This is an optimization exercise on Yosys and OpenROAD, whose aim is small area, not a production implementation. At most, simulation tests tie the RTL to the original design; equivalence was not proved. No functional check of the RTL was part of runs 2 to 5. Power and IR drop assume default switching activity.

==> design.v <==
`timescale 1ns / 1ps
module baud_decode(baud_control, baud_rate);
    input    [3:0]  baud_control;
    output  [18:0]  baud_rate;
    assign baud_rate =
        (baud_control == 4'd0)  ? 19'd333_333 :
        (baud_control == 4'd1)  ? 19'd83_333  :
        (baud_control == 4'd2)  ? 19'd41_667  :
        (baud_control == 4'd3)  ? 19'd20_833  :
        (baud_control == 4'd5)  ? 19'd5_208   :
        (baud_control == 4'd6)  ? 19'd2_604   :
        (baud_control == 4'd7)  ? 19'd1_736   :
        (baud_control == 4'd8)  ? 19'd868     :
        (baud_control == 4'd9)  ? 19'd434     :
        (baud_control == 4'd10) ? 19'd217     :
        (baud_control == 4'd11) ? 19'd109     :
                                  19'd10_417;
endmodule
`timescale 1ns / 1ps
module PED(reset, clk, rise, ped);
    input       clk, reset, rise;
    output      ped;
    reg         p1, ped;
    always @(posedge clk)
        if (reset) begin
            p1  <= 1'b1;
            ped <= 1'b0;
        end else begin
            p1  <= rise;
            ped <= p1;
        end
endmodule
`timescale 1ns / 1ps
module Rx_engine(clk, rst, BAUD_DECODE, EIGHT, PEN, OHEL, RX,
                 READS, UART_RDATA, PERR, FERR, OVF, RX_RDY, rise);
    input           clk, rst;
    input  [18:0]   BAUD_DECODE;
    input           EIGHT, PEN, OHEL;
    input           RX;
    input           READS;
    output  [7:0]   UART_RDATA;
    output          PERR, FERR, OVF, RX_RDY, rise;
    reg             active;           
    reg    [18:0]   count;
    reg     [3:0]   bit_count;
    reg     [9:0]   shift_reg;        
    reg             PERR, FERR, OVF, RX_RDY;
    wire            bc0   = (bit_count == 4'd0);
    wire            START = active & bc0;
    wire            BTU   = &({count[18:1], count[0] | START} | ~BAUD_DECODE);
    wire            DONE  = bit_count[3] & (bit_count[0] | (EIGHT ^ PEN))
                                         & (bit_count[1] | ~(EIGHT | PEN));
    assign          rise  = DONE & ~RX_RDY;
    always @(posedge clk, posedge rst)
        if (rst)
            active <= 1'b0;
        else
            active <= (~active | bc0) ? ~RX : ~DONE;
    always @(posedge clk) begin
        count     <= (active & ~BTU) ?
                     {count[18:1] + {17'b0, count[0] | START}, ~count[0] & ~START} : 19'd0;
        bit_count <= active ? bit_count + {3'b0, BTU} : 4'd0;
    end
    wire            shift = BTU & active & ~bc0;
    always @(posedge clk)
        if (rst)
            shift_reg <= 10'b0;
        else if (shift)
            shift_reg <= {RX, (EIGHT & PEN) ? shift_reg[9] : RX,
                          (EIGHT | PEN) ? shift_reg[8] : RX, shift_reg[7:1]};
    assign UART_RDATA = shift_reg[7:0];
    wire Stop_Bit = (EIGHT & PEN) ? shift_reg[9] : (EIGHT | PEN) ? shift_reg[8] : shift_reg[7];
    wire Parity_Error = PEN & DONE & (^shift_reg[7:0] ^ (EIGHT & shift_reg[8]) ^ OHEL);
    always @(posedge clk)
        if (rst) begin
            PERR   <= 1'b0;
            FERR   <= 1'b0;
            OVF    <= 1'b0;
            RX_RDY <= 1'b0;
        end else begin
            if (Parity_Error)             PERR <= 1'b1;
            else if (READS)               PERR <= 1'b0;
            if (~Stop_Bit & DONE)         FERR <= 1'b1;
            else if (READS)               FERR <= 1'b0;
            if (DONE & active & RX_RDY)   OVF  <= 1'b1;
            else if (READS)               OVF  <= 1'b0;
            if (DONE)                     RX_RDY <= 1'b1;
            else if (READS)               RX_RDY <= 1'b0;
        end
endmodule
`timescale 1ns / 1ps
module transmit_engine(clk, rst, write, out_port, eight, pen, ohel,
                       baud_decode, TxRdy, Tx, rise);
    input           clk, rst;
    input           write, eight, pen, ohel;
    input  [18:0]   baud_decode;
    input   [7:0]   out_port;
    output          TxRdy, Tx, rise;
    reg             TxRdy, doit;
    reg    [18:0]   count;
    reg     [3:0]   bit_count;
    reg             write_reg;
    reg    [10:0]   shift_reg;
    wire            done = (bit_count == 4'd11);
    wire            btu  = &(count | ~baud_decode);
    assign          rise = done & ~TxRdy;
    assign          Tx   = shift_reg[0];
    always @(posedge clk, posedge rst)
        if (rst) begin
            TxRdy <= 1'b1;
            doit  <= 1'b0;
        end else begin
            if (done)       TxRdy <= 1'b1;
            else if (write) TxRdy <= 1'b0;
            if (write)      doit  <= 1'b1;
            else if (done)  doit  <= 1'b0;
        end
    always @(posedge clk) begin
        count     <= (doit & ~btu) ? count + 19'd1 : 19'd0;
        bit_count <= doit ? bit_count + {3'b0, btu} : 4'd0;
        write_reg <= write;
    end
    wire            par = ^out_port[6:0] ^ (eight & out_port[7]) ^ ohel;
    wire            b9  = eight ? out_port[7] : (pen ? par : 1'b1);
    wire            b10 = (eight & pen) ? par : 1'b1;
    always @(posedge clk)
        if (rst)
            shift_reg[0] <= 1'b1;
        else if (write_reg)
            shift_reg[0] <= 1'b1;
        else if (btu)
            shift_reg[0] <= shift_reg[1];
    always @(posedge clk)
        if (write_reg)
            shift_reg[1] <= 1'b0;
        else if (btu)
            shift_reg[1] <= shift_reg[2];
    always @(posedge clk)
        if (write)
            shift_reg[10:2] <= {b10, b9, out_port[6:0]};
        else if (btu & ~write_reg)
            shift_reg[10:2] <= {1'b1, shift_reg[10:3]};
endmodule
`timescale 1ns / 1ps
module UART(clk, rst, WRITES, READS, UDI, RX, UART_INT, TX, UDO);
    input               clk, rst, RX;
    input       [7:0]   READS, WRITES;
    input       [7:0]   UDI;
    output              TX, UART_INT;
    output      [7:0]   UDO;
    reg         [7:1]   UART_config;
    reg         [7:0]   UDO;
    wire       [18:0]   baud_decode;
    wire        [7:0]   UART_RDATA;
    wire                TX_RDY, RX_RDY, TX_RISE, RX_RISE;
    wire                PERR, FERR, OVF;
    always @(posedge clk)
        if (rst)
            UART_config <= 7'b0;
        else if (WRITES[6])
            UART_config <= UDI[7:1];
    baud_decode
        BAUD_DECODE(.baud_control(UART_config[7:4]),
                    .baud_rate(baud_decode));
    Rx_engine
        RX_engine   (.clk(clk),
                     .rst(rst),
                     .BAUD_DECODE(baud_decode),
                     .EIGHT(UART_config[3]),
                     .PEN(UART_config[2]),
                     .OHEL(UART_config[1]),
                     .RX(RX),
                     .READS(READS[0]),
                     .UART_RDATA(UART_RDATA),
                     .PERR(PERR),
                     .FERR(FERR),
                     .OVF(OVF),
                     .RX_RDY(RX_RDY),
                     .rise(RX_RISE));
    transmit_engine
        TX_engine   (.clk(clk),
                     .rst(rst),
                     .write(WRITES[0]),
                     .out_port(UDI),
                     .eight(UART_config[3]),
                     .pen(UART_config[2]),
                     .ohel(UART_config[1]),
                     .baud_decode(baud_decode),
                     .TxRdy(TX_RDY),
                     .Tx(TX),
                     .rise(TX_RISE));
    always @(*)
        if (READS[0])
            UDO = UART_RDATA;
        else if (READS[1])
            UDO = {3'b0, OVF, FERR, PERR, TX_RDY, RX_RDY};
        else
            UDO = 8'b0;
    PED
        IntPED (.reset(rst), .clk(clk), .rise(RX_RISE | TX_RISE), .ped(UART_INT));
endmodule
==> run.sh <==
#!/bin/bash
# synth_recipe.tcl (not shown) runs the flow's synth.tcl, then flattens the netlist and writes it again
# the make line also repeats each setting of config.mk as NAME=value (left out here)
make -C /OpenROAD-flow-scripts/flow DESIGN_CONFIG=/design/flow/config.mk WORK_HOME=/design/flow/orfs CLKGATE_MAP_FILE= SYNTH_SCRIPT=/design/flow/synth_recipe.tcl finish
==> config.mk <==
export PLATFORM = sky130hd
export DESIGN_NAME = UART
export DESIGN_NICKNAME = UART
export VERILOG_FILES = /design/flow/design.v
export SDC_FILE = /design/flow/constraint.sdc
export NUM_CORES = 4
export LEC_CHECK = 0
export CAP_MARGIN = 20
export CORE_MARGIN = 2
export CORE_UTILIZATION = 40
export SLEW_MARGIN = 20
==> constraint.sdc <==
create_clock -name core_clock -period 10.0 [get_ports {clk}]
set_input_delay 2.0000 -clock core_clock [delete_from_list [all_inputs] [get_ports {clk}]]
set_output_delay 2.0000 -clock core_clock [all_outputs]
set_load 0.01 [all_outputs]
==> summary.txt, run 1 <==
Worst setup path
  – CP Class: input port to primary output
  – CP Data Arrival Time: about 3600 ps
  – Required @ worst endpoint: 8000 ps
  – CP Capture Type: primary output
  – Worst setup SP type: input port
  – Worst R2R Setup Slack: a little under 7000 ps
  – CP max FO: 11

Power
  – P_sw: between 0.0002 and 0.00025 W
  – Clock network fraction of total power: between 30% and 40%
  – Combinational Power Share: approximately 17%
  – Worst vdd ir: roughly 120 µV
  – Overall power: ~0.00077 W
  – Sequential group share of total power: a little over half
  – Static Leak: around 1.8 nW
  – Net Sw Frac: between 30% and 40%
  – PD cells: ~160 nW/µm²
  – Cell-internal power: between 0.0005 and 0.0006 W

Logic synthesis
  – Mapped Area: ~4400 µm²
  – Async SR Flop Fraction: 3.571%
  – Cells after Synth: 498
  – Syn. warnings: 4
  – Yosys top cell area share: 32.47%
  – Syn_nets: 534
  – EDFF count, synth: 9
  – Sequential fraction of the synthesis area: 40.28%
  – Synth cell types: 64
  – Top post-synthesis cells by count: dfxtp_1 (72), nor2_1 (69), nand2_1 (38), xnor2_1 (31), xor2_1 (24)
  – Main synth FF type: dfxtp_1
  – Area leader, netlist: dfxtp_1
  – Synthesized flop and latch total: between 80 and 90
  – Synthesized area per cell: between 8 and 9 µm²
  – Top post-synthesis cells by area: dfxtp_1 (32%), xnor2_1 (6.1%), edfxtp_1 (6.1%)
  – Most common cell in the synthesized netlist: dfxtp_1

Global route
  – Overflow after GRT: 0
  – Initial antenna violation count: 0
  – GR Util All Layers: about 16%
  – Largest net degree at the start of global routing: 33
  – First-pass GRT wire length: around 16 mm
  – Number of global-route vias before repair: 3309

Timing
  – Setup TNS: 0 ps
  – Final Setup Violations: 0
  – Clock period minus worst slack: ~5600 ps
  – Clk_skew: ~11 ps
  – Fin crit share: between 50% and 60%
  – Final Hold Fails: 0
  – Slew Viols, Final: 0
  – FMAX: between 150 and 200 MHz
  – Worst slew pin tran: between 700 and 800 ps
  – Unrepaired setup endpoints after global routing: false
  – Hold slack: about 460 ps
  – Slew HR: 48.61%

Cells and area
  – Finished Layout Cells: approximately 650
  – Register area: between 1500 and 2000 µm²
  – Layout cell share with drive strength beyond 1: roughly 8.0%
  – Multi-input logic area: around 2400 µm²
  – Antenna cells: 0
  – Layout net count: around 540
  – Fill cell total of the finished layout: 1042
  – Layout Area Growth over Synthesis: 10.12%

Clocking
  – Num CTS Buffers: 9
  – Post-CTS setup buffers: 0
  – Post-cts resize count: 0
  – TritonCTS clock tree: yes
  – Longest Clk Path Bufs: 2
  – CTS clk-pin slew, worst paths: ~100 ps
  – Clock H-tree levels: 3
  – Clk sinks: between 80 and 90
  – Clk latency of the worst-skew pair: 360 ps
  – Hold buffer count at CTS: 0
  – Root Buffer: clkbuf_8

Die
  – Core area: 10840 µm²
  – Die Width: roughly 110 µm
  – Die ar.: ~12000 µm²
  – Ports: 37
  – DIE HEIGHT: 109.3 µm
  – FP Rows: 38
  – Initial core utilization: 40.95%

Place
  – RePlAce Congestion: between 0.8 and 0.9
  – Placed cell count: approximately 640
  – Dpl hpwl: about 6.5 mm
  – Port Buf Inserts: 24

Route
  – Detail Route Antenna Nets: 0
  – Initial DRT Pass Iterations: 4
  – Per-cell routed wire length: approximately 14 µm
  – Via Count: roughly 3400
  – Vias per inst: ~5.3
  – Iter 0 DRT Violations: 212
  – Final WL: between 9 and 10 mm
  – DRC viols: 0

Flow run
  – Max_cap viols: 0

Status
  – Status: complete, no violations

Worst hold path
  – Hold Path Class: flip-flop to flip-flop
layout by cell type (no fill, tap or decap), types with 5 or more instances in the layout:
cell,count
a21oi_1,11
o21ai_0,21
and2_1,11
nand3_1,21
nand2_1,38
nand2b_1,6
ha_1,9
inv_1,21
edfxtp_1,9
xnor2_1,31
nor3_1,11
nor2_1,69
clkdlybuf4s50_1,24
and3_1,7
o22ai_1,6
dfxtp_1,72
mux2_2,8
nand4_1,5
nor2b_1,7
xor2_1,24
mux2i_1,21
clkbuf_8,9
power groups by stage:
stage / clock network (W) / logic, W / registers [W]
final: 0.000232 / 0.000129 / 0.000411
after global routing: 0.000249 / 0.000147 / 0.000417
after detailed placement: 0 / 0.000128 / 0.000419
after CTS: 0.000238 / 0.000130 / 0.000411
after floorplan: 0 / 0.000114 / 0.000400
after global placement: 0 / 0.000124 / 0.000418
stage by stage:
step / util [%] / worst slack [ps] / instance area [µm²]
after global routing: 45.09 / 4281 / 4888
final: 45.09 / 4403 / 4888
after global placement: 43.40 / 4439 / 4705
after detailed placement: 43.40 / 4401 / 4705
after floorplan: - / 5459 / 4439
after CTS: 45.09 / 4402 / 4888
cells by family (layout without fill, tap and decap cells):
logic type	count (synthesis)	after routing	synth area share [%]
compound gates	75	75	12.35
xor+xnor	55	55	10.85
fa+ha+maj	9	9	2.537
buf+inv	50	65	5.834
flops	84	84	40.28
mux	29	29	6.764
simple gates	196	196	21.39
layer usage:
metal	up-vias	GRT usage, %	routed length (µm)
met2	61	25.40	4124
met1	1633	22.97	4548
met3	9	3.320	409
met4	0	4.702	82
li1	1742	-	-
met5	-	0	0
worst max-delay path: stages:
cell	delay [ps]
clkdlybuf4s50_1	590
inv_1	200
nand2_1	90
o21ai_0	150
clkdlybuf4s50_1	560
final timing paths:
kind / depth (start not counted) / endpoint / startpoint
min reg2reg: 1 / IntPED.ped$_SDFF_PP0_ / IntPED.p1$_SDFF_PP1_
min: 1 / IntPED.ped$_SDFF_PP0_ / IntPED.p1$_SDFF_PP1_
max reg2reg: 6 / RX_engine.count[11]$_SDFF_PN0_ / UART_config[7]$_SDFFE_PP0P_
max: 5 / UDO[3] / READS[0]
max in group asynchronous: 3 / TX_engine.TxRdy$_DFFE_PP1P_ / rst
min in group asynchronous: 3 / TX_engine.doit$_DFFE_PP0P_ / rst
layout make-up:
class / instances / share of cell area, %
Clock inverter: 6 / 1.152
Timing Repair Buffer: 28 / 5.529
Tap cell: 140 / 3.583
Inverter: 21 / 1.612
Clock buffer: 10 / 2.611
Multi-Input combinational cell: 364 / 48.94
Sequential cell: 84 / 36.58
==> inputs of run 2 (changes only) <==
--- a/design.v
+++ b/design.v
@@ -1,18 +1,26 @@
 `timescale 1ns / 1ps
-module baud_decode(baud_control, baud_rate);
+module baud_decode(baud_control, tx_count, rx_count, rx_half, tx_btu, rx_btu);
     input    [3:0]  baud_control;
-    output  [18:0]  baud_rate;
-    assign baud_rate =
-        (baud_control == 4'd0)  ? 19'd333_333 :
-        (baud_control == 4'd1)  ? 19'd83_333  :
-        (baud_control == 4'd2)  ? 19'd41_667  :
-        (baud_control == 4'd3)  ? 19'd20_833  :
-        (baud_control == 4'd5)  ? 19'd5_208   :
-        (baud_control == 4'd6)  ? 19'd2_604   :
-        (baud_control == 4'd7)  ? 19'd1_736   :
-        (baud_control == 4'd8)  ? 19'd868     :
-        (baud_control == 4'd9)  ? 19'd434     :
-        (baud_control == 4'd10) ? 19'd217     :
-        (baud_control == 4'd11) ? 19'd109     :
-                                  19'd10_417;
+    input   [18:0]  tx_count, rx_count;
+    input           rx_half;           
+    output          tx_btu, rx_btu;
+    wire    [18:0]  rx_c = {rx_count[18:1], rx_count[0] | rx_half};
+    function automatic covers(input [18:0] c, input [3:0] code);
+        case (code)
+            4'd0:    covers = &(c | ~19'd333_333);
+            4'd1:    covers = &(c | ~19'd83_333);
+            4'd2:    covers = &(c | ~19'd41_667);
+            4'd3:    covers = &(c | ~19'd20_833);
+            4'd5:    covers = &(c | ~19'd5_208);
+            4'd6:    covers = &(c | ~19'd2_604);
+            4'd7:    covers = &(c | ~19'd1_736);
+            4'd8:    covers = &(c | ~19'd868);
+            4'd9:    covers = &(c | ~19'd434);
+            4'd10:   covers = &(c | ~19'd217);
+            4'd11:   covers = &(c | ~19'd109);
+            default: covers = &(c | ~19'd10_417);
+        endcase
+    endfunction
+    assign tx_btu = covers(tx_count, baud_control);
+    assign rx_btu = covers(rx_c, baud_control);
 endmodule
@@ -33,6 +41,8 @@
 `timescale 1ns / 1ps
-module Rx_engine(clk, rst, BAUD_DECODE, EIGHT, PEN, OHEL, RX,
+module Rx_engine(clk, rst, BTU, count, START, EIGHT, PEN, OHEL, RX,
                  READS, UART_RDATA, PERR, FERR, OVF, RX_RDY, rise);
     input           clk, rst;
-    input  [18:0]   BAUD_DECODE;
+    input           BTU;
+    output [18:0]   count;
+    output          START;
     input           EIGHT, PEN, OHEL;
@@ -48,4 +58,3 @@
     wire            bc0   = (bit_count == 4'd0);
-    wire            START = active & bc0;
-    wire            BTU   = &({count[18:1], count[0] | START} | ~BAUD_DECODE);
+    assign          START = active & bc0;    
     wire            DONE  = bit_count[3] & (bit_count[0] | (EIGHT ^ PEN))
@@ -92,6 +101,7 @@
 module transmit_engine(clk, rst, write, out_port, eight, pen, ohel,
-                       baud_decode, TxRdy, Tx, rise);
+                       btu, count, TxRdy, Tx, rise);
     input           clk, rst;
     input           write, eight, pen, ohel;
-    input  [18:0]   baud_decode;
+    input           btu;
+    output [18:0]   count;
     input   [7:0]   out_port;
@@ -104,3 +114,2 @@
     wire            done = (bit_count == 4'd11);
-    wire            btu  = &(count | ~baud_decode);
     assign          rise = done & ~TxRdy;
@@ -152,3 +161,4 @@
     reg         [7:0]   UDO;
-    wire       [18:0]   baud_decode;
+    wire       [18:0]   tx_count, rx_count;
+    wire                tx_btu, rx_btu, rx_half;
     wire        [7:0]   UART_RDATA;
@@ -163,3 +173,7 @@
         BAUD_DECODE(.baud_control(UART_config[7:4]),
-                    .baud_rate(baud_decode));
+                    .tx_count(tx_count),
+                    .rx_count(rx_count),
+                    .rx_half(rx_half),
+                    .tx_btu(tx_btu),
+                    .rx_btu(rx_btu));
     Rx_engine
@@ -167,3 +181,5 @@
                      .rst(rst),
-                     .BAUD_DECODE(baud_decode),
+                     .BTU(rx_btu),
+                     .count(rx_count),
+                     .START(rx_half),
                      .EIGHT(UART_config[3]),
@@ -187,3 +203,4 @@
                      .ohel(UART_config[1]),
-                     .baud_decode(baud_decode),
+                     .btu(tx_btu),
+                     .count(tx_count),
                      .TxRdy(TX_RDY),
==> run 2 against run 1 <==
Global-route usage grew 0.086 points; non-clock buffer count decreased by 3; worst setup slack improved by 29 ps; synthesized cell count shrank 7.6%; flip-flop and latch count did not move; hold slack better by 16 ps; first-iteration DRC count down 45%; critical path type unchanged; count of clock-buffer cells in the layout shrank 1; still clean.
==> summary.txt, run 2 <==
Worst setup path
  – CP Data Arrival Time: 3570 ps
  – CP max FO: 11
  – Worst R2R Setup Slack: 7130 ps
  – Crit. Startpoint: READS[0]
  – RR Startpoint: RX_engine.active$_DFF_PP0_
  – Critical path's slowest cell: clkdlybuf4s50_1
  – Worst setup SP type: input port
  – Crit path max-delay family: buffers and inverters
  – Setup crit end: UDO[3]
  – CP Capture Type: primary output
  – R2R depth: 9
  – Buf/Inv on CP: 3
  – CP Class: input port to primary output
  – Required @ worst endpoint: approximately 8000 ps
  – Crit-path cells: clkdlybuf4s50_1 > inv_1 > nand2_1 > o21ai_0 > clkdlybuf4s50_1
  – Stages on worst setup path: 5
  – Worst path max stage delay: 570 ps
  – Crit path top cell by count: clkdlybuf4s50_1
  – R2R Path End: RX_engine.count[17]$_SDFF_PN0_

Power
  – Sequential group share of total power: a little under three fifths
  – Combinational Power Share: approximately an eighth
  – Net Sw Frac: around 29%
  – P_sw: between 0.0002 and 0.00025 W
  – Cell-internal power: 0.0005147 W
  – Worst vdd ir: about 110 µV
  – Clock network fraction of total power: 30.7%
  – Static Leak: between 1.5 and 2 nW
  – PD cells: roughly 150 nW/µm²

Global route
  – GR Util met2: around a quarter
  – Grt met1 use: a little over a fifth
  – Number of global-route vias before repair: between 3000 and 4000
  – Overflow after GRT: 0
  – GR Layer Usage met3: 3.632%
  – Grt peak-use layer: met2
  – Initial antenna violation count: 0
  – First-pass GRT wire length: between 15 and 20 mm
  – Largest net degree at the start of global routing: 27
  – GR Util All Layers: ~16%

Place
  – Port Buf Inserts: 24
  – RePlAce Congestion: slightly above 0.9
  – Dpl ws: between 4000 and 5000 ps
  – Dpl hpwl: 6.148 mm

Status
  – Status: complete, no violations

Die
  – Initial core utilization: approximately two fifths
  – Ports: 37
  – DIE HEIGHT: 107.3 µm
  – FP Rows: 37
  – Core area: just over 10000 µm²
  – Die ar.: 11520 µm²
  – Die Width: between 100 and 150 µm

Logic synthesis
  – Top post-synthesis cells by area: dfxtp_1 (34%), xnor2_1 (6.8%), edfxtp_1 (6.3%)
  – Async SR Flop Fraction: 3.571%
  – Cells after Synth: between 400 and 500
  – Synthesized flop and latch total: 84
  – Syn. warnings: 5
  – Yosys top cell area share: ~34%
  – Sequential fraction of the synthesis area: a little over two fifths
  – Synth cell types: 50
  – Area leader, netlist: dfxtp_1
  – EDFF count, synth: 9
  – Most common cell in the synthesized netlist: dfxtp_1
  – Main synth FF type: dfxtp_1
  – Top post-synthesis cells by count: dfxtp_1 (72), nand2_1 (47), nor3b_1 (36), xnor2_1 (33), nand3_1 (24)
  – Synthesized area per cell: 9.281 µm²
  – Mapped Area: about 4300 µm²
  – Syn_nets: ~500

Cells and area
  – Layout Area Growth over Synthesis: 10.70%
  – Layout net count: 505
  – Commonest non-fill, non-tap cell in the layout: dfxtp_1
  – Multi-input logic area: approximately 2300 µm²
  – Most frequent cells in the layout: dfxtp_1 (72), nand2_1 (47), nor3b_1 (36), xnor2_1 (33)
  – Register area: around 1800 µm²
  – Antenna cells: 0
  – Fill cell total of the finished layout: approximately 1000
  – Layout cell share with drive strength beyond 1: 6.751%

Timing
  – Slew Viols, Final: 0
  – Clk_skew: approximately 8.2 ps
  – Slew HR: a little over two fifths
  – Clock period minus worst slack: 5568 ps
  – Unrepaired setup endpoints after global routing: false
  – Final Setup Violations: 0
  – Setup TNS: 0 ps
  – FMAX: 179.6 MHz
  – Final Hold Fails: 0
  – Worst slew pin tran: 868.9 ps
  – Final WS setup: 4432 ps
  – Fin crit share: approximately 56%

Clocking
  – Num CTS Buffers: 9
  – Clk sinks: 84
  – Clock H-tree levels: 3
  – Hold buffer count at CTS: 0
  – Post-CTS setup buffers: 0
  – Root Buffer: clkbuf_8
  – TritonCTS clock tree: yes
  – Post-cts resize count: 0
  – Clk latency of the worst-skew pair: between 300 and 400 ps
  – Longest Clk Path Bufs: 2
  – CTS clk-pin slew, worst paths: 90 ps

Flow run
  – Max_cap viols: 0

Route
  – Initial DRT Pass Iterations: 4
  – Final WL: 8.724 mm
  – DRC viols: 0
  – Detail Route Antenna Nets: 0
  – Vias per inst: ~5.3
  – Via Count: ~3200
  – Iter 0 DRT Violations: around 120
  – Per-cell routed wire length: 14.30 µm

Worst hold path
  – Hold Path Class: flip-flop to flip-flop
## run 2: cells by family (layout without fill, tap and decap cells)
group	Yosys count	after routing	synth area share [%]
simple gates	207	207	27.11
buf+inv	39	53	4.220
fa+ha+maj	9	9	2.638
flops	84	84	41.88
xor+xnor	54	54	11.08
mux	29	29	7.063
compound gates	38	38	6.008
## run 2: per-stage QoR
stage	utilization, %	instances	hold WS (ps)	instance area, µm²	power [W]
floorplan	-	460	413.8	4269	0.0004837
global placement	44.09	594	445.9	4552	0.0005096
finish	45.78	610	472.9	4726	0.0007269
CTS	45.78	610	479.2	4726	0.0007363
detailed placement	44.09	594	463.9	4552	0.0005120
global route	45.78	610	486.6	4726	0.0007676
## run 2: cell type report
cell class | instances | area share, %
multi-input combinational | 337 | 48.69
timing repair buffer | 25 | 5.242
clock inverter | 7 | 1.059
sequential | 84 | 37.83
tap | 136 | 3.601
clock buffer | 9 | 2.621
inverter | 12 | 0.9531
## run 2: layer usage
| layer | vias up | part of all wire, % |
|---|---|---|
| met5 | - | 0 |
| met4 | 0 | 2.0 |
| met3 | 18 | 3.2 |
| met2 | 55 | 45 |
| met1 | 1506 | 50 |
| li1 | 1634 | - |
## run 2: worst min-delay path by stage
stage                                             start                             endpoint  slack (ps)  cells past startpoint
floorplan                          IntPED.p1$_SDFF_PP1_                IntPED.ped$_SDFF_PP0_         410                      1
global placement    TX_engine.shift_reg[1]$_SDFFE_PP0N_  TX_engine.shift_reg[1]$_SDFFE_PP0N_         450                      2
detailed placement          RX_engine.FERR$_SDFFE_PP0P_          RX_engine.FERR$_SDFFE_PP0P_         460                      2
CTS                         RX_engine.FERR$_SDFFE_PP0P_          RX_engine.FERR$_SDFFE_PP0P_         480                      2
global route                       IntPED.p1$_SDFF_PP1_                IntPED.ped$_SDFF_PP0_         490                      1
finish                             IntPED.p1$_SDFF_PP1_                IntPED.ped$_SDFF_PP0_         470                      1
## run 2: power by group through the flow
stage | Sequential [W] | Clock, W | Combinational, W
global route | 0.000415 | 0.000244 | 0.000109
detailed placement | 0.000416 | 0 | 0.0000963
floorplan | 0.000398 | 0 | 0.0000854
CTS | 0.000408 | 0.000232 | 0.0000969
global placement | 0.000415 | 0 | 0.0000941
finish | 0.000408 | 0.000223 | 0.0000959
==> inputs of run 3 (changes only) <==
==> flow/run.sh (new file) <==
#!/bin/bash
# Standard layout, with the port buffers made from the smallest buffer cell.
set -euo pipefail
bash standard.sh "BUFFER_PORTS_ARGS=-buffer_cell sky130_fd_sc_hd__buf_1" finish > standard_flow.log 2>&1
==> standard.sh (new file) <==
#!/bin/bash
# synth_recipe.tcl (not shown) runs the flow's synth.tcl, then flattens the netlist and writes it again
# the make line also repeats each setting of config.mk as NAME=value (left out here)
make -C /OpenROAD-flow-scripts/flow DESIGN_CONFIG=/design/flow/config.mk WORK_HOME=/design/flow/orfs CLKGATE_MAP_FILE= SYNTH_SCRIPT=/design/flow/synth_recipe.tcl "${@:-finish}"
removed: run.sh
==> run 3 against run 2 <==
Critical path depth is the same; die area is the same; area after synthesis is the same; critical path type unchanged; sequential power is essentially flat; clock power grew 15%; synthesized cell count is the same; hold slack lost 1.7 ps; count of clock-buffer cells in the layout is the same; routed wire length grew 1.1%; maximum frequency grew 16%; total power grew 4.2%; register-to-register slack lost 120 ps.
==> summary.txt, run 3 <==
Cells and area
  – Multi-input logic area: ~2300 µm²
  – Antenna cells: 0
  – Final core occ: 44.62%
  – Layout net count: 505
  – Most frequent cells in the layout: dfxtp_1 (72), nand2_1 (47), nor3b_1 (36), xnor2_1 (33)
  – Fill cell total of the finished layout: approximately 1000
  – Register area: 1788 µm²
  – Commonest non-fill, non-tap cell in the layout: dfxtp_1
  – Layout Area Growth over Synthesis: 7.913%
  – Layout cell share with drive strength beyond 1: a little under 7%

Logic synthesis
  – Sequential fraction of the synthesis area: 41.88%
  – Synth cell types: 50
  – Top post-synthesis cells by count: dfxtp_1 (72), nand2_1 (47), nor3b_1 (36), xnor2_1 (33), nand3_1 (24)
  – Area leader, netlist: dfxtp_1
  – Yosys top cell area share: 33.76%
  – Most common cell in the synthesized netlist: dfxtp_1
  – EDFF count, synth: 9
  – Async SR Flop Fraction: roughly 3.6%
  – Cells after Synth: 460
  – Syn_nets: ~500
  – Mapped Area: between 4000 and 5000 µm²
  – Syn. warnings: 5
  – Top post-synthesis cells by area: dfxtp_1 (34%), xnor2_1 (6.8%), edfxtp_1 (6.3%)
  – Synthesized area per cell: about 9.3 µm²
  – Synthesized flop and latch total: 84
  – Main synth FF type: dfxtp_1

Die
  – DIE HEIGHT: around 110 µm
  – Die Width: between 100 and 150 µm
  – FP Rows: 37
  – Initial core utilization: roughly two fifths
  – Die ar.: 11520 µm²
  – Ports: 37
  – Core area: between 10000 and 15000 µm²

Worst setup path
  – Worst R2R Setup Slack: about 7000 ps
  – CP Data Arrival Time: ~2800 ps
  – Crit. Startpoint: READS[0]
  – CP max FO: 11
  – Required @ worst endpoint: 8000 ps
  – CP Capture Type: primary output
  – Worst setup SP type: input port
  – R2R depth: 12
  – CP Class: input port to primary output
  – RR Startpoint: RX_engine.active$_DFF_PP0_
  – R2R Path End: RX_engine.bit_count[3]$_SDFF_PN0_

Clocking
  – CTS clk-pin slew, worst paths: around 100 ps
  – Post-cts resize count: 0
  – TritonCTS clock tree: yes
  – Longest Clk Path Bufs: 2
  – Root Buffer: clkbuf_8
  – Clock H-tree levels: 3
  – Clk sinks: 84
  – Clk latency of the worst-skew pair: approximately 360 ps
  – Hold buffer count at CTS: 0
  – Post-CTS setup buffers: 0
  – Num CTS Buffers: 9

Global route
  – Grt met1 use: a little over a fifth
  – Largest net degree at the start of global routing: 27
  – GR Util met2: a little over a quarter
  – Overflow after GRT: 0
  – GR Util All Layers: between 10% and 20%
  – GR Layer Usage met3: 3.814%
  – First-pass GRT wire length: approximately 15 mm
  – Number of global-route vias before repair: 3165
  – Initial antenna violation count: 0
  – Grt peak-use layer: met2

Place
  – Dpl hpwl: around 6.1 mm
  – RePlAce Congestion: between 0.8 and 0.9
  – Port Buf Inserts: 24

Route
  – DRC viols: 0
  – Initial DRT Pass Iterations: 5
  – Detail Route Antenna Nets: 0
  – Iter 0 DRT Violations: 133
  – Per-cell routed wire length: between 10 and 15 µm
  – Final WL: a little under 9 mm
  – Vias per inst: 5.292
  – Via Count: 3228

Worst hold path
  – Worst hold path endpoint: RX_engine.PERR$_SDFFE_PP0P_
  – Hold Path Class: flip-flop to flip-flop
  – Hold Path Cell Cnt: 2
  – Hold Startpoint: RX_engine.PERR$_SDFFE_PP0P_

Timing
  – FMAX: roughly 210 MHz
  – Fin crit share: 48.10%
  – Clock period minus worst slack: 4810 ps
  – Worst slew pin tran: between 800 and 900 ps
  – Clk_skew: 12.73 ps
  – Slew HR: 41.34%
  – Slew Viols, Final: 0
  – Final Setup Violations: 0
  – Final Hold Fails: 0
  – Unrepaired setup endpoints after global routing: false
  – Setup TNS: 0 ps

Flow run
  – Max_cap viols: 0

Status
  – Status: complete, no violations

Power
  – Overall power: roughly 0.00076 W
  – Static Leak: roughly 1.6 nW
  – PD cells: approximately 160 nW/µm²
  – Worst vdd ir: 87.97 µV
run 3: critical path, stage by stage:
cell	delay, ps
buf_1	180
inv_1	160
nand2_1	100
o21ai_0	190
buf_1	180
run 3: routing by layer:
metal  part of all wire, %  vias to the layer above
met1                    48                     1513
met3                   4.4                       11
li1                      -                     1629
met2                    47                       75
met4                   1.0                        0
met5                     0                        -
run 3: final cells by class:
class,count,share of cell area (%)
multi-input combinational,337,49.95
sequential,84,38.81
tap,136,3.694
clock buffer,9,2.689
timing repair buffer,25,2.118
clock inverter,7,1.765
inverter,12,0.9777
run 3: worst max-delay path by stage:
stage                     slack, ps  endpoint
after CTS                      5190    UDO[3]
after global placement         5250    UDO[3]
after detailed placement       5200    UDO[3]
final                          5190    UDO[3]
after floorplan                5460    UDO[1]
after global routing           5040    UDO[3]
run 3: power breakdown:
part           internal (W)  leakage [nW]  switching, W
Clock              0.000120         0.107      0.000137
Sequential         0.000372         0.702     0.0000368
Combinational     0.0000479         0.760     0.0000437
Total              0.000539          1.57      0.000218
run 3: kinds of logic after synthesis:
family,share of synthesized area [%]
buffers and inverters,4.220
flip-flops,41.88
adder cells (fa/ha/maj),2.638
AO/OA/AOI/OAI,6.008
AND/OR/NAND/NOR,27.11
multiplexers,7.063
XOR/XNOR,11.08
run 3: per-stage QoR:
| stage | setup WS (ps) | std cells | area, µm² | hold WS (ps) |
|---|---|---|---|---|
| floorplan | 5459 | 460 | 4269 | 413.8 |
| global placement | 5254 | 594 | 4402 | 444.4 |
| detailed placement | 5199 | 594 | 4402 | 459.8 |
| CTS | 5192 | 610 | 4607 | 475.0 |
| global route | 5036 | 610 | 4607 | 483.7 |
| finish | 5190 | 610 | 4607 | 471.2 |
==> inputs of run 4 (changes only) <==
--- a/config.mk
+++ b/config.mk
@@ -7,5 +7,5 @@
 export LEC_CHECK = 0
-export CAP_MARGIN = 20
+export CAP_MARGIN = 0
 export CORE_MARGIN = 2
-export CORE_UTILIZATION = 40
-export SLEW_MARGIN = 20
+export CORE_UTILIZATION = 60
+export SLEW_MARGIN = 0
==> run 4 against run 3 <==
Routed wire length is 7.9% lower; still clean on timing, DRC and antenna; sequential power is essentially flat; first-iteration DRC count down 0.75%; critical path type unchanged; via count about the same; total power up 1.8%; count of clock-buffer cells in the layout is the same; highest routed layer unchanged; hold slack got worse by 22 ps; maximum frequency rose by 0.22%; worst setup slack better by 11 ps; critical endpoint is now UDO[2].
==> summary.txt, run 4 <==
Global route
  – Initial antenna violation count: 0
  – Grt met1 use: 29.98%
  – First-pass GRT wire length: ~14 mm
  – GR Util All Layers: a little under a quarter
  – Overflow after GRT: 0
  – GR Layer Usage met3: under 10%
  – GR Util met2: between 30% and 40%
  – Largest net degree at the start of global routing: 27
  – Number of global-route vias before repair: around 3000
  – Grt peak-use layer: met2

Worst setup path
  – Worst setup SP type: input port
  – Required @ worst endpoint: 8000 ps
  – CP max FO: 11
  – Worst R2R Setup Slack: a little over 7000 ps
  – CP Class: input port to primary output
  – RR Startpoint: TX_engine.count[0]$_SDFF_PN0_
  – CP Capture Type: primary output
  – R2R depth: 9
  – CP Data Arrival Time: 2800 ps
  – R2R Path End: TX_engine.bit_count[1]$_SDFF_PN0_

Logic synthesis
  – Cells after Synth: 460
  – Area leader, netlist: dfxtp_1
  – Syn. warnings: 5
  – Sequential fraction of the synthesis area: a little over two fifths
  – Main synth FF type: dfxtp_1
  – Most common cell in the synthesized netlist: dfxtp_1
  – Yosys top cell area share: between 30 and 40%
  – Async SR Flop Fraction: approximately 3.6%
  – EDFF count, synth: 9
  – Top post-synthesis cells by area: dfxtp_1 (34%), xnor2_1 (6.8%), edfxtp_1 (6.3%)
  – Mapped Area: between 4000 and 5000 µm²
  – Synthesized area per cell: roughly 9.3 µm²
  – Top post-synthesis cells by count: dfxtp_1 (72), nand2_1 (47), nor3b_1 (36), xnor2_1 (33), nand3_1 (24)
  – Synthesized flop and latch total: between 80 and 90
  – Synth cell types: 50
  – Syn_nets: just under 500

Worst hold path
  – Worst hold path endpoint: IntPED.ped$_SDFF_PP0_
  – Hold Path Class: flip-flop to flip-flop
  – Hold Path Cell Cnt: 1
  – Hold Startpoint: IntPED.p1$_SDFF_PP1_

Timing
  – Hold slack: between 400 and 500 ps
  – Final Hold Fails: 0
  – Slew HR: a little over two fifths
  – Final Setup Violations: 0
  – Worst slew pin tran: 846.5 ps
  – Fin crit share: between 40 and 50%
  – Clock period minus worst slack: roughly 4800 ps
  – Final WS setup: about 5200 ps
  – Slew Viols, Final: 0
  – FMAX: ~210 MHz
  – Unrepaired setup endpoints after global routing: false
  – Clk_skew: 6.289 ps
  – Setup TNS: 0 ps

Route
  – Via Count: roughly 3200
  – Detail Route Antenna Nets: 0
  – Initial DRT Pass Iterations: 4
  – Iter 0 DRT Violations: between 100 and 150
  – Vias per inst: 5.660
  – Per-cell routed wire length: between 10 and 15 µm
  – Final WL: a little over 8 mm
  – DRC viols: 0

Flow run
  – Max_cap viols: 0

Clocking
  – Hold buffer count at CTS: 0
  – Clk latency of the worst-skew pair: 360 ps
  – CTS clk-pin slew, worst paths: approximately 80 ps
  – Root Buffer: clkbuf_8
  – Post-CTS setup buffers: 0
  – TritonCTS clock tree: yes
  – Post-cts resize count: 0
  – Clock H-tree levels: 3
  – Clk sinks: 84
  – Num CTS Buffers: 9
  – Longest Clk Path Bufs: 2

Cells and area
  – Layout Area Growth over Synthesis: 7.122%
  – Layout net count: about 510
  – Layout cell share with drive strength beyond 1: 6.751%
  – Commonest non-fill, non-tap cell in the layout: dfxtp_1
  – Antenna cells: 0
  – Most frequent cells in the layout: dfxtp_1 (72), nand2_1 (47), nor3b_1 (36), xnor2_1 (33)

Place
  – RePlAce Congestion: just under 1
  – Dpl ws: ~5200 ps
  – Dpl hpwl: approximately 5.7 mm
  – Port Buf Inserts: 24

Die
  – DIE HEIGHT: 88.35 µm
  – Core area: around 7000 µm²
  – FP Rows: 30
  – Initial core utilization: between 60 and 70%
  – Die ar.: approximately 7800 µm²
  – Ports: 37
  – Die Width: between 80 and 90 µm

Status
  – Status: complete, no violations

Power
  – Worst vdd ir: between 100 and 150 µV
  – Static Leak: between 1.5 and 2 nW
  – Overall power: 0.0007707 W
  – PD cells: 168.5 nW/µm²
-- run 4: critical path, stage by stage --
cell and delay (ps):
buf_1 320, inv_1 150, nand2_1 120, o21ai_0 80, buf_1 130
-- run 4: kinds of logic after synthesis --
| kind of cell | share of synthesized area (%) |
|---|---|
| buffers and inverters | 4.220 |
| adders and majority gates | 2.638 |
| xor gates and xnor gates | 11.08 |
| DFF | 41.88 |
| and+or+nand+nor | 27.11 |
| AOI/OAI and AO/OA | 6.008 |
| muxes | 7.063 |
-- run 4: routing by layer --
layer  routed length [µm]  up-vias  share of wire, %
met4                   98        0               1.2
li1                     -     1632                 -
met3                  399       10               4.9
met1                 3912     1509                48
met5                    0        -                 0
met2                 3710       75                46
-- run 4: how the worst max path moves through the flow --
stage          startpoint     end  slack, ps  cells past startpoint
2_1_floorplan    READS[0]  UDO[1]       5460                      2
3_3_place_gp     READS[0]  UDO[3]       5220                      5
3_5_place_dp     READS[0]  UDO[2]       5210                      5
4_1_cts          READS[0]  UDO[2]       5210                      5
5_1_grt          READS[0]  UDO[2]       5040                      5
6_report         READS[0]  UDO[2]       5200                      5
-- run 4: layout make-up --
type | instances | area (µm²)
multi-input combinational | 337 | 2301
sequential | 84 | 1788
fill | 581 | 2258
clock buffer | 9 | 123.9
timing repair buffer | 25 | 97.59
inverter | 12 | 45.04
tap | 96 | 120.1
clock inverter | 7 | 97.59
-- run 4: power by group --
part	total (W)	switching, W	internal (W)
Clock	0.000273	0.000130	0.000143
Combinational	0.0000897	0.0000422	0.0000474
Sequential	0.000408	0.0000367	0.000372
Total	0.000771	0.000209	0.000562
-- run 4: metrics by stage --
stage                     std cells  area, µm²  utilization (%)
after global placement          554       4352            63.70
final                           570       4573            66.94
after global routing            570       4573            66.94
after floorplan                 460       4269                -
after CTS                       570       4573            66.94
after detailed placement        554       4352            63.70
==> inputs of run 5 (changes only) <==
==> flow/run.sh (replaced) <==
#!/bin/bash
# Standard layout, with the port buffers made from the smallest buffer cell
# and a clock tree without dummy loads.
set -euo pipefail
bash standard.sh "BUFFER_PORTS_ARGS=-buffer_cell sky130_fd_sc_hd__buf_1" \
  "CTS_ARGS=-sink_clustering_enable -repair_clock_nets -dont_use_dummy_load -sink_clustering_size 30 -sink_clustering_max_diameter 60" \
  finish > standard_flow.log 2>&1
--- a/config.mk
+++ b/config.mk
@@ -7,5 +7,5 @@
 export LEC_CHECK = 0
-export CAP_MARGIN = 0
+export CAP_MARGIN = 20
 export CORE_MARGIN = 2
-export CORE_UTILIZATION = 60
-export SLEW_MARGIN = 0
+export CORE_UTILIZATION = 40
+export SLEW_MARGIN = 20
==> run 5 against run 4 <==
Flip-flop and latch count is the same; synthesized cell count stayed put; routed wire length up 7.6%; die area grew 48%; core utilization decreased by 23 points; critical endpoint is now UDO[3]; largest power group unchanged.
==> summary.txt, run 5 <==
Status
  – Status: complete, no violations

Timing
  – Final Hold Fails: 0
  – Worst slew pin tran: 879.9 ps
  – Clk_skew: between 20 and 30 ps
  – Setup TNS: 0 ps
  – Slew HR: between 40 and 50%
  – Final WS setup: around 5200 ps
  – Fin crit share: between 40% and 50%
  – Clock period minus worst slack: 4808 ps
  – Slew Viols, Final: 0
  – FMAX: between 200 and 250 MHz
  – Final Setup Violations: 0
  – Unrepaired setup endpoints after global routing: false

Cells and area
  – Commonest non-fill, non-tap cell in the layout: dfxtp_1
  – Layout Area Growth over Synthesis: 6.008%
  – Layout cell share with drive strength beyond 1: ~5.6%
  – Most frequent cells in the layout: dfxtp_1 (72), nand2_1 (47), nor3b_1 (36), xnor2_1 (33)
  – Antenna cells: 0
  – Layout net count: ~510
  – Finished Layout Cells: approximately 600
  – Final Cell Area: about 4500 µm²

Die
  – DIE HEIGHT: 107.3 µm
  – Ports: 37
  – FP Rows: 37
  – Initial core utilization: a little over 40%
  – Die Width: roughly 110 µm
  – Die ar.: 11520 µm²
  – Core area: ~10000 µm²

Power
  – Sequential group share of total power: 59.2%
  – Static Leak: ~1.5 nW
  – Combinational Power Share: around an eighth
  – Clock network fraction of total power: between 20 and 30%
  – Worst vdd ir: 84.70 µV
  – P_sw: roughly 0.00019 W
  – PD cells: between 150 and 200 nW/µm²
  – Net Sw Frac: 27.54%
  – Cell-internal power: between 0.0005 and 0.0006 W

Clocking
  – TritonCTS clock tree: yes
  – Root Buffer: clkbuf_8
  – CTS clk-pin slew, worst paths: 90 ps
  – Longest Clk Path Bufs: 2
  – Clock H-tree levels: 3
  – Clk latency of the worst-skew pair: around 370 ps
  – Post-cts resize count: 0
  – Post-CTS setup buffers: 0
  – Hold buffer count at CTS: 0
  – Num CTS Buffers: 9
  – Clk sinks: 84

Route
  – DR WL met3: ~440 µm
  – Initial DRT Pass Iterations: 8
  – Vias per inst: about 5.3
  – Iter 0 DRT Violations: approximately 130
  – Per-cell routed wire length: approximately 14 µm
  – Final WL: ~8.7 mm
  – WL met1: 4.176 mm
  – Detail Route met2 WL: around 4.0 mm
  – Detail Route Antenna Nets: 0
  – DRC viols: 0
  – Via Count: ~3200
  – Highest metal used: met4

Worst setup path
  – CP Class: input port to primary output
  – CP Capture Type: primary output
  – Worst setup SP type: input port
  – Worst R2R Setup Slack: 6990 ps
  – CP max FO: 11
  – Required @ worst endpoint: 8000 ps
  – CP Data Arrival Time: 2810 ps

Logic synthesis
  – Top post-synthesis cells by count: dfxtp_1 (72), nand2_1 (47), nor3b_1 (36), xnor2_1 (33), nand3_1 (24)
  – Cells after Synth: 460
  – Synth cell types: 50
  – Synthesized area per cell: 9.281 µm²
  – Syn. warnings: 5
  – Synthesized flop and latch total: 84
  – Yosys top cell area share: between 30 and 40%
  – Main synth FF type: dfxtp_1
  – Most common cell in the synthesized netlist: dfxtp_1
  – Async SR Flop Fraction: 3.571%
  – Mapped Area: 4269 µm²
  – Area leader, netlist: dfxtp_1
  – Syn_nets: just under 500
  – Top post-synthesis cells by area: dfxtp_1 (34%), xnor2_1 (6.8%), edfxtp_1 (6.3%)
  – EDFF count, synth: 9
  – Sequential fraction of the synthesis area: between 40% and 50%

Global route
  – Initial antenna violation count: 0
  – First-pass GRT wire length: about 15 mm
  – Largest net degree at the start of global routing: 27
  – GR Util All Layers: between 10% and 20%
  – Overflow after GRT: 0
  – Number of global-route vias before repair: 3143

Place
  – RePlAce Congestion: between 0.8 and 0.9
  – Dpl hpwl: just over 6 mm
  – Dpl ws: roughly 5200 ps
  – Post-place instance area: around 4400 µm²
  – Port Buf Inserts: 24
  – Placed cell count: 594

Worst hold path
  – Hold Path Class: flip-flop to flip-flop

Flow run
  – Max_cap viols: 0
==> run 5: cell counts after synthesis <==
No cell type changed its count.
==> run 5: area by class of cell <==
cell class | instances | area, µm²
Sequential cell | 84 | 1788
Clock buffer | 9 | 123.9
Tap cell | 136 | 170.2
Inverter | 12 | 45.04
Timing Repair Buffer | 25 | 97.59
Fill cell | 1018 | 5798
Multi-Input combinational cell | 337 | 2301
==> run 5: cells by family (layout without fill, tap and decap cells) <==
group,Yosys count,count (layout),synth area share (%)
fa+ha+maj,9,9,2.638
simple gates,207,207,27.11
buf+inv,39,46,4.220
flops,84,84,41.88
mux,29,29,7.063
xor+xnor,54,54,11.08
compound gates,38,38,6.008
==> run 5: worst paths after layout <==
path,startpoint,endpoint,cells after the start
setup / recovery,READS[0],UDO[3],5
hold / removal,RX_engine.PERR$_SDFFE_PP0P_,RX_engine.PERR$_SDFFE_PP0P_,2
setup reg to reg,RX_engine.active$_DFF_PP0_,RX_engine.bit_count[3]$_SDFF_PN0_,12
hold reg to reg,RX_engine.PERR$_SDFFE_PP0P_,RX_engine.PERR$_SDFFE_PP0P_,2
max in group asynchronous,rst,RX_engine.active$_DFF_PP0_,2
min in group asynchronous,rst,TX_engine.doit$_DFFE_PP0P_,2
==> run 5: through the flow <==
step / util, % / hold WS (ps) / power [W]
after floorplan: - / 413.8 / 0.0004837
after global placement: 42.64 / 444.4 / 0.0005045
after detailed placement: 42.64 / 459.8 / 0.0005085
after CTS: 43.84 / 473.5 / 0.0006994
after global routing: 43.84 / 480.4 / 0.0007286
final: 43.84 / 468.8 / 0.0006904
==> run 5: layer usage <==
metal	global-route usage, %	up-vias
met1	22.21	1476
li1	-	1622
met3	4.722	7
met5	0	-
met2	26.58	83
met4	3.711	0
==> run 5: worst max-delay path, cell delays in order <==
cell and delay [ps]:
buf_1 180, inv_1 160, nand2_1 100, o21ai_0 190, buf_1 180
==> run 5: power groups by stage <==
stage / clock [W] / combinational [W] / sequential, W
2_1_floorplan: 0 / 0.0000854 / 0.000398
3_3_place_gp: 0 / 0.0000893 / 0.000415
3_5_place_dp: 0 / 0.0000920 / 0.000416
4_1_cts: 0.000198 / 0.0000927 / 0.000409
5_1_grt: 0.000209 / 0.000104 / 0.000415
6_report: 0.000190 / 0.0000915 / 0.000409
==> inputs of run 6 (changes only) <==
--- a/design.v
+++ b/design.v
@@ -81,4 +81,8 @@
     wire Stop_Bit = (EIGHT & PEN) ? shift_reg[9] : (EIGHT | PEN) ? shift_reg[8] : shift_reg[7];
-    wire Parity_Error = PEN & DONE & (^shift_reg[7:0] ^ (EIGHT & shift_reg[8]) ^ OHEL);
-    always @(posedge clk)
+    reg             par;
+    always @(posedge clk)
+        if (BTU)
+            par <= ~START & (par ^ RX);
+    wire Parity_Error = PEN & DONE & (par ^ Stop_Bit ^ OHEL);
+    always @(posedge clk, posedge rst)
         if (rst) begin
==> flow/run.sh (replaced) <==
#!/bin/bash
# The standard layout (standard.sh), with three changes:
#  - synthesis maps the logic with an area-oriented ABC script (flow/area.abc);
#    everything else in synthesis is ORFS's and the standard flow's own script;
#  - the port buffers are the smallest buffer cell;
#  - the clock tree is built without dummy loads.
set -euo pipefail
here=$(pwd)
export AREA_SYNTH_DIR=$here
sed 's#^source $::env(SCRIPTS_DIR)/synth_preamble.tcl$#source $::env(SCRIPTS_DIR)/synth_preamble.tcl\nlset abc_args 1 '"$here"'/flow/area.abc#' \
  "$FLOW_HOME/scripts/synth.tcl" > my_synth.tcl
grep -q "flow/area.abc" my_synth.tcl
bash standard.sh "SYNTH_SCRIPT=$here/flow/area_synth.tcl" \
  "BUFFER_PORTS_ARGS=-buffer_cell sky130_fd_sc_hd__buf_1" \
  "CTS_ARGS=-sink_clustering_enable -repair_clock_nets -dont_use_dummy_load" \
  finish > standard_flow.log 2>&1
==> flow/area.abc (new file) <==
&get -n
&st
&syn2
&dch
&nf -p -R 1000
&st
&syn2
&dch
&nf -p -R 1000
&st
&syn2
&dch
&nf -p -R 1000
&st
&syn2
&dch
&nf -p -R 1000
&put
==> flow/area_synth.tcl (new file) <==
# synth_recipe.tcl's synthesis (ORFS synth.tcl, without the fsm and share
# passes, flattened, function nets renamed), with ABC mapping for area:
# my_synth.tcl is ORFS's synth.tcl with the ABC script set to area.abc.
proc synth {args} { yosys synth -nofsm -noshare {*}$args }
source $::env(AREA_SYNTH_DIR)/my_synth.tcl
# left out here: clear keep_hierarchy, flatten, clean up, hide names made inside functions, write 1_2_yosys.v
==> run 6 against run 5 <==
Still clean; sequential share of layout area is 4.0 points higher; cell area is 6.7% lower; via count is 3.4% lower; critical path depth is 1 lower; area after synthesis is 10% lower; die area is 9.6% lower; combinational power is 5.4% lower; final cell count is 2.2% lower; sequential power hardly changed; critical endpoint unchanged.
==> summary.txt, run 6 <==
Route
  – Per-cell routed wire length: 13.78 µm
  – Final WL: between 8 and 9 mm
  – Detail Route met2 WL: approximately 3.5 mm
  – DRC viols: 0
  – Initial DRT Pass Iterations: 4
  – DR WL met3: approximately 260 µm
  – Vias per inst: around 5.2
  – Via Count: between 3000 and 4000
  – WL met1: about 4.3 mm
  – Highest metal used: met4
  – Detail Route Antenna Nets: 0
  – Iter 0 DRT Violations: 162

Die
  – Ports: 37
  – Die Width: around 100 µm
  – Core area: between 9000 and 10000 µm²
  – Initial core utilization: about 41%
  – FP Rows: 35
  – Die ar.: 10410 µm²
  – DIE HEIGHT: ~100 µm

Logic synthesis
  – Syn. warnings: 5
  – Mapped Area: just under 4000 µm²
  – Top post-synthesis cells by area: dfxtp_1 (35%), edfxtp_1 (7.8%), nor2_1 (5.5%)
  – Top post-synthesis cells by count: dfxtp_1 (68), nor2_1 (56), nand2_1 (42), nand3_1 (28), o21ai_0 (23)
  – Synthesized flop and latch total: between 80 and 90
  – Sequential fraction of the synthesis area: about 48%
  – Main synth FF type: dfxtp_1
  – EDFF count, synth: 10
  – Cells after Synth: 428
  – Async SR Flop Fraction: approximately 8.2%
  – Synth cell types: 36
  – Syn_nets: 464
  – Area leader, netlist: dfxtp_1
  – Synthesized area per cell: roughly 9 µm²
  – Yosys top cell area share: 35.43%
  – Most common cell in the synthesized netlist: dfxtp_1

Global route
  – First-pass GRT wire length: around 14 mm
  – Overflow after GRT: 0
  – Largest net degree at the start of global routing: 21
  – GR Util All Layers: between 10% and 20%
  – Initial antenna violation count: 0
  – Number of global-route vias before repair: just under 3000

Worst setup path
  – CP max FO: 17
  – Crit. Startpoint: READS[0]
  – Worst setup SP type: input port
  – Worst R2R Setup Slack: between 6000 and 7000 ps
  – CP Capture Type: primary output
  – R2R depth: 12
  – CP Class: input port to primary output
  – Required @ worst endpoint: roughly 8000 ps
  – Setup crit end: UDO[3]
  – RR Startpoint: RX_engine.bit_count[0]$_SDFF_PN0_
  – CP Data Arrival Time: roughly 2800 ps
  – R2R Path End: RX_engine.shift_reg[6]$_SDFFE_PP0P_

Flow run
  – Max_cap viols: 0

Clocking
  – Clk latency of the worst-skew pair: ~370 ps
  – Root Buffer: clkbuf_8
  – Post-CTS setup buffers: 0
  – Clk sinks: 85
  – CTS clk-pin slew, worst paths: about 100 ps
  – Post-cts resize count: 0
  – Longest Clk Path Bufs: 2
  – Clock H-tree levels: 3
  – Hold buffer count at CTS: 0
  – TritonCTS clock tree: yes
  – Num CTS Buffers: 9

Cells and area
  – Antenna cells: 0
  – Layout net count: 499
  – Most frequent cells in the layout: dfxtp_1 (68), nor2_1 (55), nand2_1 (42), nand3_1 (28), buf_1 (24)
  – Final core occ: between 40% and 50%
  – Commonest non-fill, non-tap cell in the layout: dfxtp_1
  – Layout cell share with drive strength beyond 1: roughly 2.4%
  – Layout Area Growth over Synthesis: 9.834%

Timing
  – Slew Viols, Final: 0
  – Clock period minus worst slack: 4817 ps
  – Fin crit share: between 40% and 50%
  – Setup TNS: 0 ps
  – Final Setup Violations: 0
  – Final Hold Fails: 0
  – FMAX: a little over 200 MHz
  – Hold slack: about 440 ps
  – Unrepaired setup endpoints after global routing: false
  – Worst slew pin tran: between 700 and 800 ps
  – Clk_skew: between 30 and 40 ps
  – Slew HR: a little over half

Place
  – Dpl hpwl: just under 6 mm
  – RePlAce Congestion: ~0.89
  – Port Buf Inserts: 24

Worst hold path
  – Hold Path Class: flip-flop to flip-flop

Power
  – PD cells: 162.2 nW/µm²
  – Worst vdd ir: 64.28 µV
  – Static Leak: roughly 1.5 nW

Status
  – Status: complete, no violations
[run 6: cell types whose count changed after synthesis, sizes merged, moves of 15 or more]
cell / change
nor3b: -34
nor2: +33
clkinv: +20
clkbuf: -15
[run 6: layout make-up]
class	instances	area [µm²]
clock buffers	9	123.9
multi-input cells	323	1932
well taps	129	161.4
flip-flops and latches	85	1838
fillers	950	5064
inverters	20	75.07
repair buffers	24	90.09
[run 6: logic make-up (layout without fill, tap and decap cells)]
group           after synthesis  after routing  share of synthesized area [%]
simple gates                197            197                          24.75
flops                        85             85                          47.83
compound gates               64             64                          9.736
xor+xnor                     38             38                          8.662
buf+inv                      20             53                          1.954
mux                          15             15                          4.136
fa+ha+maj                     9              9                          2.931
[run 6: metrics by stage]
| step | setup WS [ps] | cells | power (W) | area, µm² |
|---|---|---|---|---|
| floorplan | 5688 | 428 | 0.0004737 | 3842 |
| global placement | 5221 | 581 | 0.0005020 | 4094 |
| detailed placement | 5195 | 581 | 0.0005048 | 4094 |
| CTS | 5197 | 590 | 0.0006914 | 4218 |
| global route | 5000 | 590 | 0.0007226 | 4220 |
| finish | 5183 | 590 | 0.0006847 | 4220 |
[run 6: how the worst min path moves through the flow]
stage                                        startpoint                             endpoint  slack [ps]  cells after the start
floorplan                          IntPED.p1$_SDFF_PP1_                IntPED.ped$_SDFF_PP0_         410                      1
global route                       IntPED.p1$_SDFF_PP1_                IntPED.ped$_SDFF_PP0_         460                      1
global placement                   IntPED.p1$_SDFF_PP1_                IntPED.ped$_SDFF_PP0_         420                      1
CTS                 RX_engine.shift_reg[4]$_SDFFE_PP0P_  RX_engine.shift_reg[3]$_SDFFE_PP0P_         440                      2
finish              RX_engine.shift_reg[4]$_SDFFE_PP0P_  RX_engine.shift_reg[3]$_SDFFE_PP0P_         440                      2
detailed placement                 IntPED.p1$_SDFF_PP1_                IntPED.ped$_SDFF_PP0_         440                      1
[run 6: report_power, final]
part / internal (W) / switching (W)
sequential: 0.000375 / 0.0000354
combinational: 0.0000374 / 0.0000492
clock: 0.0000806 / 0.000107
[run 6: metal layers]
| layer | vias to the layer above | global-route usage [%] |
|---|---|---|
| met5 | - | 0 |
| met3 | 13 | 3.625 |
| li1 | 1575 | - |
| met2 | 49 | 25.61 |
| met1 | 1442 | 24.46 |
| met4 | 0 | 6.154 |
[run 6: worst max-delay path, cell delays in order]
cell     delay (ps)
buf_1           430
nand2_1         110
o21ai_0         100
buf_1           170
==> inputs of run 7 (changes only) <==
--- a/flow/run.sh
+++ b/flow/run.sh
@@ -14,3 +14,3 @@
   "BUFFER_PORTS_ARGS=-buffer_cell sky130_fd_sc_hd__buf_1" \
-  "CTS_ARGS=-sink_clustering_enable -repair_clock_nets -dont_use_dummy_load" \
+  "CTS_ARGS=-sink_clustering_enable -dont_use_dummy_load -sink_clustering_size 42 -sink_clustering_max_diameter 300 -buf_list sky130_fd_sc_hd__clkbuf_16" \
   finish > standard_flow.log 2>&1
--- a/config.mk
+++ b/config.mk
@@ -9,3 +9,4 @@
 export CORE_MARGIN = 2
-export CORE_UTILIZATION = 40
+export CORE_UTILIZATION = 70
+export PLACE_DENSITY = 0.75
 export SLEW_MARGIN = 20
==> run 7 against run 6 <==
Clock power up 47%; non-clock buffer count unchanged; sequential share of layout area down 0.28 points; first-iteration DRC count is 64% higher; flip-flop and latch count unchanged; core utilization rose by 36 points; worst setup slack improved by 48 ps; area after synthesis is the same; global-route usage increased by 12 points; cell area increased by 0.65%.
==> summary.txt, run 7 <==
Worst setup path
  – Worst setup SP type: input port
  – CP Capture Type: primary output
  – Required @ worst endpoint: roughly 8000 ps
  – R2R Path End: RX_engine.bit_count[1]$_SDFF_PN0_
  – RR Startpoint: RX_engine.active$_DFF_PP0_
  – CP max FO: 17
  – Worst R2R Setup Slack: between 6000 and 7000 ps
  – CP Class: input port to primary output
  – Setup crit end: UDO[7]
  – Crit. Startpoint: READS[0]
  – R2R depth: 12
  – CP Data Arrival Time: between 2000 and 3000 ps

Clocking
  – Clock H-tree levels: 3
  – CTS clk-pin slew, worst paths: 50 ps
  – Post-cts resize count: 0
  – Post-CTS setup buffers: 0
  – Num CTS Buffers: 9
  – Clk latency of the worst-skew pair: 330 ps
  – Hold buffer count at CTS: 0
  – Clk sinks: 85
  – Longest Clk Path Bufs: 2
  – Root Buffer: clkbuf_16
  – TritonCTS clock tree: yes

Place
  – Port Buf Inserts: 24
  – RePlAce Congestion: around 1
  – Dpl hpwl: between 5 and 6 mm

Logic synthesis
  – Synthesized area per cell: 8.978 µm²
  – Synth cell types: 36
  – Synthesized flop and latch total: 85
  – Syn_nets: between 400 and 500
  – Area leader, netlist: dfxtp_1
  – Sequential fraction of the synthesis area: a little under half
  – EDFF count, synth: 10
  – Async SR Flop Fraction: around 8.2%
  – Mapped Area: 3842 µm²
  – Most common cell in the synthesized netlist: dfxtp_1
  – Syn. warnings: 5
  – Yosys top cell area share: a little over a third
  – Top post-synthesis cells by count: dfxtp_1 (68), nor2_1 (56), nand2_1 (42), nand3_1 (28), o21ai_0 (23)
  – Main synth FF type: dfxtp_1
  – Top post-synthesis cells by area: dfxtp_1 (35%), edfxtp_1 (7.8%), nor2_1 (5.5%)
  – Cells after Synth: 428

Flow run
  – Max_cap viols: 0

Timing
  – Fin crit share: a little under half
  – Clock period minus worst slack: roughly 4800 ps
  – Final Hold Fails: 0
  – Clk_skew: 11.02 ps
  – Final Setup Violations: 0
  – Setup TNS: 0 ps
  – FMAX: 209.7 MHz
  – Slew Viols, Final: 0
  – Unrepaired setup endpoints after global routing: false
  – Worst slew pin tran: around 700 ps
  – Slew HR: 53.01%

Die
  – Core area: about 5200 µm²
  – Ports: 37
  – Die Width: ~80 µm
  – FP Rows: 26
  – Initial core utilization: between 70% and 80%
  – DIE HEIGHT: 78.09 µm
  – Die ar.: about 6100 µm²

Status
  – Status: complete, no violations

Worst hold path
  – Hold Path Class: flip-flop to flip-flop

Cells and area
  – Most frequent cells in the layout: dfxtp_1 (68), nor2_1 (55), nand2_1 (42), nand3_1 (28), buf_1 (24)
  – Layout Area Growth over Synthesis: 10.55%
  – Layout cell share with drive strength beyond 1: roughly 2.4%
  – Layout net count: ~500
  – Commonest non-fill, non-tap cell in the layout: dfxtp_1
  – Antenna cells: 0

Route
  – Iter 0 DRT Violations: between 200 and 300
  – DRC viols: 0
  – Initial DRT Pass Iterations: 5
  – Detail Route Antenna Nets: 0
  – Per-cell routed wire length: roughly 15 µm
  – Via Count: ~3200
  – Final WL: 8.221 mm
  – Vias per inst: a little over 6

Global route
  – Overflow after GRT: 0
  – First-pass GRT wire length: 13.88 mm
  – Initial antenna violation count: 0
  – Largest net degree at the start of global routing: 21
  – GR Util All Layers: about 29%
  – Number of global-route vias before repair: 3006

Power
  – Overall power: 0.0007800 W
  – PD cells: 183.6 nW/µm²
  – Worst vdd ir: approximately 140 µV
  – Static Leak: about 1.5 nW
run 7: power breakdown:
part / switching, W / total [W] / leakage, nW / internal [W]
logic: 0.0000534 / 0.0000911 / 0.660 / 0.0000377
clock network: 0.000119 / 0.000277 / 0.111 / 0.000158
registers: 0.0000359 / 0.000412 / 0.735 / 0.000376
run 7: metal layers:
| layer | track usage, % | routed length, µm | vias to the layer above |
|---|---|---|---|
| li1 | - | - | 1573 |
| met3 | 8.276 | 505 | 15 |
| met1 | 37.61 | 3722 | 1516 |
| met4 | 8.596 | 117 | 0 |
| met5 | 0 | 0 | - |
| met2 | 46.29 | 3876 | 110 |
run 7: cells by family after synthesis:
logic type | after synthesis | share of synthesized area [%]
AOI/OAI and AO/OA | 64 | 9.736
DFF | 85 | 47.83
adders and majority gates | 9 | 2.931
xor gates and xnor gates | 38 | 8.662
muxes | 15 | 4.136
buffers and inverters | 20 | 1.954
and+or+nand+nor | 197 | 24.75
run 7: critical path, stage by stage:
cell and delay (ps):
buf_1 410, and2_0 200, buf_1 150
run 7: how the worst min path moves through the flow:
stage	from	endpoint	slack [ps]	cells past startpoint
CTS	IntPED.p1$_SDFF_PP1_	IntPED.ped$_SDFF_PP0_	440	1
finish	IntPED.p1$_SDFF_PP1_	IntPED.ped$_SDFF_PP0_	440	1
global route	IntPED.p1$_SDFF_PP1_	IntPED.ped$_SDFF_PP0_	470	1
detailed placement	IntPED.p1$_SDFF_PP1_	IntPED.ped$_SDFF_PP0_	440	1
global placement	IntPED.p1$_SDFF_PP1_	IntPED.ped$_SDFF_PP0_	420	1
floorplan	IntPED.p1$_SDFF_PP1_	IntPED.ped$_SDFF_PP0_	410	1
run 7: layout make-up:
class / instances / area (µm²)
Sequential cell: 85 / 1838
Fill cell: 353 / 957.2
Inverter: 20 / 75.07
Clock buffer: 9 / 225.2
Multi-Input combinational cell: 323 / 1932
Tap cell: 70 / 87.58
Timing Repair Buffer: 24 / 90.09
run 7: stage by stage:
step | hold slack, ps | cell area (µm²) | util, % | setup WS, ps | instances
2_1_floorplan | 413.8 | 3842 | - | 5688 | 428
3_3_place_gp | 422.2 | 4020 | 77.24 | 5233 | 522
3_5_place_dp | 435.7 | 4020 | 77.24 | 5223 | 522
4_1_cts | 442.7 | 4245 | 81.56 | 5228 | 531
5_1_grt | 468.5 | 4248 | 81.61 | 5076 | 531
6_report | 440.6 | 4248 | 81.61 | 5231 | 531

==> separate check: timing with driven ports <==
The results above use ideal ports. As a check the final layouts listed here were re-extracted and re-timed, cells and wires unchanged.
Step 1, drivers: a clkbuf_16 drives clk and a buf_2 each remaining input, both assumed.
Step 2 adds t to the input delays and takes it off the output delays; t is the mean of the earliest and latest rising clock arrival at the registers after step 1. Input paths then give back, and output paths get back, about the clock's delay inside the block.
a / b / c = ideal ports / drivers / drivers and shift; a / b = the first two.
run | t, ns | setup WS [ns] | worst register clock-pin slew, ns | worst slew at a driven data input, ns | cell pins on the clock port's net
run 1 | 0.387 | 4.403 / 4.373 / 4.373 | 0.10 / 0.10 | 0.04 | 1
run 2 | 0.392 | 4.432 / 4.410 / 4.410 | 0.09 / 0.09 | 0.03 | 1
run 3 | 0.390 | 5.190 / 5.171 / 5.171 | 0.10 / 0.10 | 0.03 | 1
run 4 | 0.383 | 5.201 / 5.179 / 5.179 | 0.09 / 0.09 | 0.03 | 1
run 5 | 0.386 | 5.192 / 5.173 / 5.173 | 0.09 / 0.09 | 0.03 | 1
run 6 | 0.381 | 5.183 / 5.153 / 5.153 | 0.10 / 0.10 | 0.04 | 1
run 7 | 0.361 | 5.231 / 5.209 / 5.209 | 0.06 / 0.06 | 0.03 | 1
After both steps setup and hold are still met in every run listed.
